From an optimization exercise on the open Yosys and OpenROAD flow, aimed at small area, a short achievable clock period and few clock cycles per item; shortcuts taken in it are not production practice. No functional check of the RTL was part of any run shown here.

## flow/design.v (module list and top-level ports; edited modules follow where they fit)
// module MCH: 1188 lines
module MCH (
    input               clk,
    input               reset,
    input       [ 7:0]  X,
    input       [ 7:0]  Y,
    output              Done,
    output      [16:0]  area
);
  // ...
==> flow/flow/run.sh <==
#!/bin/bash
# Layout flow: the standard flow (standard synthesis, floorplan, placement,
# CTS, routing) unchanged, except that ORFS's timing repair (after CTS and after
# global routing) is asked to leave 9 ns of setup slack instead of 0, so that it
# also speeds up paths that already meet the 13 ns clock. The clock, the I/O
# constraints and everything else are the design's.
set -uo pipefail
cp standard.sh standard_sh.copy.log
export SETUP_SLACK_MARGIN=9
bash standard.sh > standard.log 2>&1
==> flow/standard.sh <==
#!/bin/bash
# synth_recipe.tcl (not shown) runs the flow's synth.tcl, then flattens the netlist and writes it again
# the make line also repeats each setting of config.mk as NAME=value (left out here)
make -C /OpenROAD-flow-scripts/flow DESIGN_CONFIG=/design/flow/config.mk WORK_HOME=/design/flow/orfs CLKGATE_MAP_FILE= SYNTH_SCRIPT=/design/flow/synth_recipe.tcl "${@:-finish}"
==> flow/config.mk <==
export PLATFORM = sky130hd
export DESIGN_NAME = MCH
export DESIGN_NICKNAME = MCH
export VERILOG_FILES = /design/flow/design.v
export SDC_FILE = /design/flow/constraint.sdc
export NUM_CORES = 8
export LEC_CHECK = 0
export CAP_MARGIN = 20
export CORE_MARGIN = 2
export CORE_UTILIZATION = 35
export PLACE_DENSITY = 0.55
export SLEW_MARGIN = 20
==> flow/constraint.sdc <==
create_clock -name core_clock -period 13.0 [get_ports {clk}]
set_input_delay 2.6000 -clock core_clock [delete_from_list [all_inputs] [get_ports {clk}]]
set_output_delay 2.6000 -clock core_clock [all_outputs]
set_load 0.01 [all_outputs]
==> flow_summary.ini, run 1 <==
[critical_path]
endpoint = acc[14]
worstPathMaxFanout = 4
worst_path_max_delay_cell = fa_1
worstReg2RegStart = acc[2]
critPathMaxStageDelay_ns = 0.58

[yosys]
yosysWarnings = 8
yosysSeqAreaShare_pct = 40.59
synthFlopType = edfxtp_1
synth_most_common_cell = edfxtp_1
synth-adder-area-share_pct = 12.13

[global_routing]
first_global_vias = 49051
grt_max_degree = 118
met3_usage_pct = 3.904

[sta]
period_share_pct = 33.58
tightestPinTransition_ns = 1.144

[hold_path]
min_from = d1force
holdPathEnd = s2force

[final_layout]
mostFrequentLayoutCell = edfxtp_1
seq_share_pct = 35.48
fin_area_um2 = 72980
register_area_um2 = 25890

[clock_tree]
clock_tree.root_cell = clkbuf_16

[outcome]
status = no timing/DRC/antenna violations

[floorplan]
fp-row-count = 156

[drt]
dr_wl_met2_mm = 110.1
vias_per_cell = 5.678
wirelength_mm = 234.4
via_count = 50736

[placed_design]
place.gp.congestion = 1.020
==> run 2: changes to the inputs <==
--- a/flow/design.v
+++ b/flow/design.v
@@ -49,34 +49,44 @@
 wire dSW_p = |(val &  le_x &  le_y);
 wire [N-1:0] upd = {N{pv}} & ~eq_p;
 wire [N-1:0] fNE = nNE & ~(upd &  le_x &  le_y);
 wire [N-1:0] fNW = nNW & ~(upd & ~lt_x &  le_y);
 wire [N-1:0] fSE = nSE & ~(upd &  le_x & ~lt_y);
 wire [N-1:0] fSW = nSW & ~(upd & ~lt_x & ~lt_y);
 wire [N-1:0] kl = val & (lt_x | (eq_x & lt_y));
 wire ins = pv;
+wire [N-1:0] nNEn, nNWn, nSEn, nSWn;
+generate for (g = 0; g < N; g = g + 1) begin : nxt
+    if (g == 0) begin
+        assign nNEn[g] = kl[g] ? fNE[g] : ~dNE_p;
+        assign nNWn[g] = kl[g] ? fNW[g] : ~dNW_p;
+        assign nSEn[g] = kl[g] ? fSE[g] : ~dSE_p;
+        assign nSWn[g] = kl[g] ? fSW[g] : ~dSW_p;
+    end else begin
+        assign nNEn[g] = kl[g] ? fNE[g] : kl[g-1] ? ~dNE_p : fNE[g-1];
+        assign nNWn[g] = kl[g] ? fNW[g] : kl[g-1] ? ~dNW_p : fNW[g-1];
+        assign nSEn[g] = kl[g] ? fSE[g] : kl[g-1] ? ~dSE_p : fSE[g-1];
+        assign nSWn[g] = kl[g] ? fSW[g] : kl[g-1] ? ~dSW_p : fSW[g-1];
+    end
+end endgenerate
 integer i;
 always @(posedge clk) begin
     px <= X;
     py <= Y;
     if (ins) begin
+        nNE <= nNEn; nNW <= nNWn; nSE <= nSEn; nSW <= nSWn;
         for (i = 0; i < N; i = i + 1) begin
             if (kl[i]) begin
-                nNE[i] <= fNE[i]; nNW[i] <= fNW[i]; nSE[i] <= fSE[i]; nSW[i] <= fSW[i];
             end else if (i == 0 || kl[i-1]) begin
                 ex[i] <= px; ey[i] <= py;
-                nNE[i] <= ~dNE_p; nNW[i] <= ~dNW_p; nSE[i] <= ~dSE_p; nSW[i] <= ~dSW_p;
             end else begin
                 ex[i] <= ex[i-1]; ey[i] <= ey[i-1];
-                nNE[i] <= fNE[i-1]; nNW[i] <= fNW[i-1]; nSE[i] <= fSE[i-1]; nSW[i] <= fSW[i-1];
             end
         end
-    end else if (pv) begin
-        nNE <= fNE; nNW <= fNW; nSE <= fSE; nSW <= fSW;
     end
 end
 function [N-1:0] lowest;   
     input [N-1:0] m;
     integer k;
     begin
         lowest = {N{1'b0}};
         for (k = N-1; k >= 0; k = k - 1)
@@ -88,37 +98,36 @@
     integer k;
     begin
         highest = {N{1'b0}};
         for (k = 0; k < N; k = k + 1)
             if (m[k]) begin highest = {N{1'b0}}; highest[k] = 1'b1; end
     end
 endfunction
 wire [N-1:0] ends  = {1'b1, {(N-2){1'b0}}, 1'b1};
-wire [N-1:0] relU  = nNE | nNW | ends;
-wire [N-1:0] relD  = nSE | nSW | ends;
+wire [N-1:0] relU  = nNEn | nNWn | ends;    
+wire [N-1:0] relD  = nSEn | nSWn | ends;
 reg [7:0] tx0, ty0, sx0, sy0, hx0, hy0, qx0, qy0, nx0, ny0;
 reg [7:0] tx1, ty1, sx1, sy1, hx1, hy1, qx1, qy1, nx1, ny1;
 reg [4:0] tp0, sp0, hp0, qp0, np0;
 reg [4:0] tp1, sp1, hp1, qp1, np1;
 reg       qok0, nok0, first0, rdn0, rdh0;
 reg       qok1, nok1, first1, rdn1, rdh1;
 reg       sv0, hv0, sv1, hv1;      
 wire scan = (state == S_SCAN);
 reg  [N-1:0] rem0, rem1, deep0, deep1;
 reg        rq0, rn0, rq1, rn1;                   
 wire       rdh = ph ? rdh0 : rdh1;
 reg  [N-1:0] nsel0, nsel1, hsel0, hsel1;
-reg          wait2;
 wire [N-1:0] sel = rdh ? (ph ? hsel0 : hsel1) : (ph ? nsel0 : nsel1);
 wire [N-1:0] relU1 = relU & ~{{(N-1){1'b0}}, 1'b1};
 wire [N-1:0] relD1 = relD & ~{{(N-1){1'b0}}, 1'b1};
 always @(posedge clk) begin
-    nsel0 <= wait2 ? lowest(relU1) : lowest(rem0);
-    nsel1 <= wait2 ? lowest(relD1) : lowest(rem1);
+    nsel0 <= (state == S_WAIT) ? lowest(relU1) : lowest(rem0);
+    nsel1 <= (state == S_WAIT) ? lowest(relD1) : lowest(rem1);
     hsel0 <= highest(deep0);
     hsel1 <= highest(deep1);
 end
 reg  [7:0] rx, ry;
 reg  [4:0] rp;
 wire       rok = |sel;
 integer r;
 always @(*) begin
@@ -1078,18 +1087,18 @@
     d1c <= cn;
     dA <= nA; dB <= nB; dC <= nC; dD <= nD; dW <= nW; dH <= nH;
     d1first <= useu | (!useo & Frst);
     d1force <= useo ? !Hv : useu ? 1'b0 : !Sv;
 end
 always @(posedge clk) begin
     rdn0 <= 1'b0; rdh0 <= 1'b0;
     rdn1 <= 1'b0; rdh1 <= 1'b0;
-    rq0 <= wait2;
-    if (wait2) begin rem0 <= relU1; rem1 <= relD1; end
+    rq0 <= (state == S_WAIT);
+    if (state == S_WAIT) begin rem0 <= relU1; rem1 <= relD1; end
     rq1 <= rq0;
     rn0 <= rq1;
     rn1 <= rn0;
     if (rq0) begin
         tx0 <= ex[0]; ty0 <= ey[0]; tp0 <= 5'd0; first0 <= 1'b1; sv0 <= 1'b0; hv0 <= 1'b0; deep0 <= {N{1'b0}};
         qx0 <= rx; qy0 <= ry; qp0 <= rp; qok0 <= rok; rem0 <= rem0 & ~sel;
     end
     if (rq1) begin
@@ -1143,35 +1152,30 @@
         state <= S_READ;
         icnt <= 5'd0;
         pv <= 1'b0;
         scnt <= 3'd0;
         ph <= 1'b0;
         d1v <= 1'b0;
         s2v <= 1'b0;
         done_r <= 1'b0;
-        wait2 <= 1'b0;
     end else begin
         pv <= (state == S_READ);
         s2v <= d1v;
         d1v <= nv;
         done_r <= 1'b0;
         case (state)
             S_READ: begin
                 icnt <= icnt + 5'd1;
                 if (icnt == 5'd19) state <= S_WAIT;
             end
             S_WAIT: begin
-                wait2 <= 1'b1;
-                if (wait2) begin
-                wait2 <= 1'b0;
                 state <= S_SCAN;
                 scnt <= 3'd0;
                 ph <= 1'b1;
-                end
             end
             S_SCAN: begin
                 ph <= ~ph;
                 if (scnt != 3'd4) scnt <= scnt + 3'd1;
                 if (fin) begin
                     state <= S_DONE;
                     done_r <= 1'b1;
                 end
==> run 2 against run 1 <==
- still clean on timing, DRC and antenna
- non-clock buffer count is 297 higher
- core utilization increased by 2.9 points
- global-route usage rose by 2.6 points
- critical path depth grew 3
- wire length rose by 9.6%
- first-iteration DRC count up 13%
- worst hold slack improved by 0.060 ns
- die area up 0.14%
- sequential share of layout area is 2.5 points lower
- critical path type unchanged
- highest routed layer unchanged
==> flow_summary.ini, run 2 <==
[critical_path]
endpoint_kind = flop
crit_start = trr0[1]
r2r-end = acc[16]
start_kind = flop
crit_arrival_ns = 5.34
ff2ff_setup_slack_ns = 8.34
crit_required_ns = 13.68
worstPathMaxFanout = 2
endpoint = acc[16]
r2r_cells = 19
crit_type = reg2reg
worstReg2RegStart = trr0[1]

[global_routing]
grt_util_all_layers_pct = 26.92
first_global_vias = 52858
overflow = 0
grt_pass1_wl_mm = 366.5
grt_antenna_before_repair = 4
grt_max_degree = 114

[final_layout]
mostFrequentLayoutCells = 697 x nand2_1, 652 x edfxtp_1, 616 x inv_1
fin_area_um2 = 78370
area_growth_syn_to_layout_pct = 23.40
drive_gt1_share_pct = 21.92
mostFrequentLayoutCell = nand2_1
register_area_um2 = 25880
top_regs = ex: 160 flops, ey: 160 flops
layout.cells.non_filler = 9435
final_nets = 7382
fillers = 17066
multi_input_area_um2 = 37280

[placed_design]
dp_cells = 8803
place_area_um2 = 66420
place_hpwl_mm = 176.2
dp_worst_setup_slack_ns = 7.332
place.gp.congestion = 1.050
io_buffers = 35

[drt]
drtPass1Iterations = 9
post_drt_wl_per_cell_um = 27.22
vias_per_cell = 5.769
drc_errors = 0
ant_nets = 0
drt_iter0_drc = 6188
via_count = 54432
wirelength_mm = 256.8

[sta]
finClkSkew_ns = 0.05644
tns_ns = 0
max_freq_mhz = 214.6
grt_setup_unrepaired = true
timing.final.ws_setup_ns = 8.340
min_period_ns = 4.660
tightestPinTransition_ns = 1.055
finalSetupViolCount = 0
period_share_pct = 35.85
slew_viol_final = 0
hold_viol = 0
slew-limit-headroom_pct = 29.65

[job]
max-cap-violations = 0

[yosys]
synth-edff-count = 652
yosysTopAreaCell = edfxtp_1
synthFlopType = edfxtp_1
synth_top_area_share_pct = 30.83
syn_area_um2 = 63510
synth_most_common_cell = nand2_1
yosysWarnings = 4
synth_cell_types = 109
yosys_register_bits = 955
syn-instance-count = 6660
yosysSeqAreaShare_pct = 40.50
synth_commonest_cells = 717 x nand2_1, 652 x edfxtp_1, 631 x inv_1
synth.top_cells.by_area = edfxtp_1 31%, dfxtp_1 9.1%, fa_1 6.9%
synth.avg_cell_area_um2 = 9.536
syn-num-nets = 7074
async_flop_share_pct = 1.571

[floorplan]
io_pins = 36
die_area_um2 = 184900
die_x_um = 430.0
fp-row-count = 156
die_h_um = 430.0
design.core.area_um2 = 180500
initial_core_util_pct = 35.18

[clock_tree]
cts.hold.buffers_added = 0
htree_levels = 3
clkLatencyLatePin_ns = 0.79
cts_tree = done
cts_buffer_depth = 3
cts.sinks = 955
clock_tree.root_cell = clkbuf_16
clk_pin_slew_ns = 0.06
cts_buffers = 110

[hold_path]
hold_class = reg2reg
min_from = rn0

[outcome]
status = no timing/DRC/antenna violations
-- run 2: cell type report --
| class | instances | area share [%] |
|---|---|---|
| multi-input combinational | 4690 | 47.57 |
| sequential | 955 | 33.02 |
| timing repair buffer | 569 | 7.885 |
| clock buffer | 146 | 3.918 |
| tap | 2370 | 3.784 |
| inverter | 642 | 3.128 |
| clock inverter | 60 | 0.6817 |
| antenna | 3 | 0.009579 |
-- run 2: worst min-delay path by stage --
| stage | end | cells past startpoint |
|---|---|---|
| finish | rn1 | 0 |
| floorplan | s2force | 0 |
| global placement | s2force | 0 |
| detailed placement | rn1 | 0 |
| global route | rn1 | 0 |
| CTS | rn1 | 0 |
-- run 2: kinds of logic after synthesis --
group | after synthesis | share of synthesized area [%]
mux | 314 | 5.611
flops | 955 | 40.50
buf+inv | 1020 | 6.397
fa+ha+maj | 454 | 11.31
xor+xnor | 337 | 4.648
compound gates | 1551 | 15.68
simple gates | 2029 | 15.86
-- run 2: worst max-delay path, cell delays in order, from the launching register on --
cell and delay, ns:
dfxtp_2 0.33, fa_2 0.47, fa_1 0.50, inv_1 0.05
fa_1 0.49, inv_2 0.05, fa_2 0.35, a21o_1 0.18
a21oi_2 0.16, o21bai_1 0.10, a21oi_2 0.15, o21bai_1 0.12
a21oi_2 0.15, nor2b_1 0.08, o21a_1 0.21, o41ai_4 0.37
o21ai_2 0.14, a2111o_1 0.38, a21o_1 0.17, a41oi_2 0.12
-- run 2: what timing repair did --
item,in CTS,in global routing
gates resized for setup,738,335
endpoints found under the setup margin,712,264
setup buffers,266,118
gates cloned,35,4
pin swaps,215,153
endpoints found under the hold margin,0,0
-- run 2: per-layer routing --
layer  GRT usage (%)  wire, um  up-vias
met5               0        38        -
met4           15.47     18350        6
met3           6.280     24320      742
met2           41.89    112800     2709
met1           34.24    101300    26875
li1                -         -    24100
-- run 2: metrics by stage --
stage	utilization (%)	hold WS, ns
global placement	36.77	0.3193
global route	43.40	0.3604
floorplan	-	0.3096
finish	43.41	0.3504
CTS	42.09	0.3516
detailed placement	36.79	0.3399

-- afterwards: timing with drivers on the ports --
In the flow no input, the clock included, has a driving cell. The finished layouts below were timed again as built, in two steps.
Step 1, drivers: a clkbuf_16 drives clk and a buf_2 each remaining input, both assumed.
Step 2 adds t to the input delays and takes it off the output delays; t is the mean of the earliest and latest rising clock arrival at the registers after step 1. Input paths then give back, and output paths get back, about the clock's delay inside the block.
a / b / c = no drivers / after step 1 / after step 2; a / b = the first two.
| run | t, ns | slack for setup (ns) | cell pins on the clock port's net |
|---|---|---|---|
| run 1 | 0.826 | 8.634 / 8.634 / 8.634 | 1 |
| run 2 | 0.846 | 8.340 / 8.340 / 8.340 | 1 |
After both steps setup and hold are still met in every run listed.
